This design comes from an exercise in tuning for small area, a short achievable clock period and few clock cycles on the open sky130 flow, not from production work.
The clock port is modelled as an ideal driver, which makes a skipped or thinned clock tree look cheaper than it is; a real chip needs a root buffer or a tree.
Power and IR drop assume default switching activity.

==> flow/design.v <==
module SME(
  input clk,
  input reset,
  input [7:0] chardata,
  input isstring,
  input ispattern,
  output valid,
  output match,
  output [4:0] match_index
  );
  reg         s_prev, p_prev;  
  reg [255:0] str;             
  reg [4:0]   lm1;             
  reg [4:0]   base;            
  reg [31:0]  m;
  reg         valid_r, match_r;
  reg [4:0]   idx_r;
  wire [31:0] m_n;
  genvar q;
  generate
    for (q = 0; q < 32; q = q + 1) begin : g_slot
      wire in_str = (q <= lm1);
      wire go = (q == 31) ? (~p_prev & in_str) : (p_prev ? m[(q+1)%32] : in_str);
      match9 cmp(.s(str[8*q +: 8]), .c(chardata), .en(go), .y(m_n[q]));
    end
  endgenerate
  reg [4:0] top;
  integer i;
  always @(*) begin
    top = 5'd0;
    for (i = 0; i < 32; i = i + 1)
      if (m[i]) top = i;
  end
  wire any = |m;
  always @(posedge clk) begin
    if (reset) begin
      s_prev <= 1'b0;
      p_prev <= 1'b0;
      valid_r <= 1'b0;
    end else begin
      s_prev <= isstring;
      p_prev <= ispattern;
      valid_r <= p_prev & ~ispattern;
    end
    if (isstring) begin
      str <= {str[247:0], chardata};
      lm1 <= s_prev ? lm1 + 5'd1 : 5'd0;
    end
    if (ispattern)
      base <= p_prev ? base - 5'd1 : lm1;
    m <= m_n;
    match_r <= any;
    idx_r <= any ? base - top : 5'd0;
  end
  assign valid = valid_r;
  assign match = match_r;
  assign match_index = idx_r;
endmodule
module match9(input [7:0] s, input [7:0] c, input en, output y);
  assign y = (s == c) & en;
endmodule
Settings: LEC_CHECK=0, CAP_MARGIN=20, CORE_MARGIN=2, CORE_UTILIZATION=40, SLEW_MARGIN=20, SYNTH_HIERARCHICAL=1, SYNTH_MINIMUM_KEEP_SIZE=0; clock period 8.0 ns.
standard.sh (not shown) runs the stock make flow with config.mk's settings and CLKGATE_MAP_FILE= SYNTH_SCRIPT=/design/flow/synth_recipe.tcl, a recipe that flattens the netlist after the stock synthesis.
==> flow/flow/run.sh <==
#!/bin/bash
set -euo pipefail
export PRE_CTS_TCL="$PWD/flow/cts_pre.tcl"
bash standard.sh SETUP_SLACK_MARGIN=5.7 finish > standard_flow.log 2>&1
==> flow/flow/cts_pre.tcl <==
# Sourced by ORFS's cts.tcl before clock_tree_synthesis (PRE_CTS_TCL): build
# the two-level clock tree here and turn that call into setting the clock
# propagated, which is all it would add once the tree exists.
source [file join [file dirname [info script]] two_level_cts.tcl]
two_level_clock_tree sky130_fd_sc_hd__clkbuf_16 sky130_fd_sc_hd__clkbuf_16 4 4
rename clock_tree_synthesis orfs_clock_tree_synthesis
proc clock_tree_synthesis { args } {
  puts "clock_tree_synthesis replaced by the two-level tree from cts_pre.tcl"
  set_propagated_clock [all_clocks]
}
Other scripts of this flow, unchanged in this note and not shown: flow/flow/two_level_cts.tcl
Change:
==> flow/flow/run.sh (replaced) <==
#!/bin/bash
set -euo pipefail
export PRE_CTS_TCL="$PWD/flow/cts_pre.tcl"
bash standard.sh SETUP_SLACK_MARGIN=5.8 finish > standard_flow.log 2>&1
=> Sequential share of layout area came out lower by 1.5 points. Die area is unchanged. Maximum frequency stays flat.
Change:
==> flow/flow/run.sh (replaced) <==
#!/bin/bash
set -euo pipefail
export PRE_CTS_TCL="$PWD/flow/cts_pre.tcl"
bash standard.sh SETUP_SLACK_MARGIN=5.6 finish > standard_flow.log 2>&1
--- a/flow/flow/cts_pre.tcl
+++ b/flow/flow/cts_pre.tcl
@@ -3,5 +3,5 @@
 # propagated, which is all it would add once the tree exists.
 source [file join [file dirname [info script]] two_level_cts.tcl]
-two_level_clock_tree sky130_fd_sc_hd__clkbuf_16 sky130_fd_sc_hd__clkbuf_16 4 4
+two_level_clock_tree sky130_fd_sc_hd__clkbuf_8 sky130_fd_sc_hd__clkbuf_16 4 4
 rename clock_tree_synthesis orfs_clock_tree_synthesis
 proc clock_tree_synthesis { args } {
The changed run went through all stages and came out clean.
Total power came out lower by 7.9%.
Routed wire length came out lower by 8.7%.
Cell count falls by 1.6%.
Clock skew rose by 0.0051 ns.
Worst setup slack gets better by 0.0071 ns.
Utilization went down by 2.7 points.
Clock power fell by 22%.
Sequential power barely changes.
Change:
--- a/flow/flow/cts_pre.tcl
+++ b/flow/flow/cts_pre.tcl
@@ -3,5 +3,5 @@
 # propagated, which is all it would add once the tree exists.
 source [file join [file dirname [info script]] two_level_cts.tcl]
-two_level_clock_tree sky130_fd_sc_hd__clkbuf_8 sky130_fd_sc_hd__clkbuf_16 4 4
+two_level_clock_tree sky130_fd_sc_hd__clkbuf_16 sky130_fd_sc_hd__clkbuf_16 4 4
 rename clock_tree_synthesis orfs_clock_tree_synthesis
 proc clock_tree_synthesis { args } {
Outcome: Setup slack is worse by 0.0085 ns; first-iteration DRC count drops by 1.5%; sequential share of layout area goes down by 0.57 points; clock power increases by 26%; cell count is about the same; synthesized area stays the same; utilization went up by 0.41 points; hold slack hardly moves.
No run of this note included a check of the RTL's function; only the layout flow was run. No run of this note takes its clock network from TritonCTS; it comes from the design's own scripts or RTL.

-- afterwards: timing with drivers on the ports --
In the flow no input, the clock included, has a driving cell. The finished layouts below were timed again as built, in two steps. Step 1 assumes that a clkbuf_16 drives the clock port and a buf_2 every other input. Step 2 also shifts input and output timing later by t, the mid clock arrival at the registers, as if the neighbouring blocks saw the same clock. a / b / c = ideal ports / drivers / drivers and shift; a / b = the first two.
run | shift t [ns] | slack for setup (ns) | hold WS [ns] | worst register clock-pin slew, ns | pins driven straight from the clock port
the first run | 0.394 | 5.599 / 5.561 / 5.378 | 0.461 / 0.461 / 0.461 | 0.08 / 0.08 | 4
the second run | 0.395 | 5.599 / 5.566 / 5.381 | 0.465 / 0.465 / 0.465 | 0.08 / 0.08 | 4
the third run | 0.399 | 5.606 / 5.542 / 5.233 | 0.464 / 0.464 / 0.464 | 0.12 / 0.12 | 4
the fourth run | 0.392 | 5.598 / 5.563 / 5.227 | 0.463 / 0.463 / 0.463 | 0.08 / 0.08 | 4
After both steps every run listed still meets setup and hold. The setup slack of the third run, which loses most, moves by -0.064 ns with the drivers and by -0.373 ns with both steps.
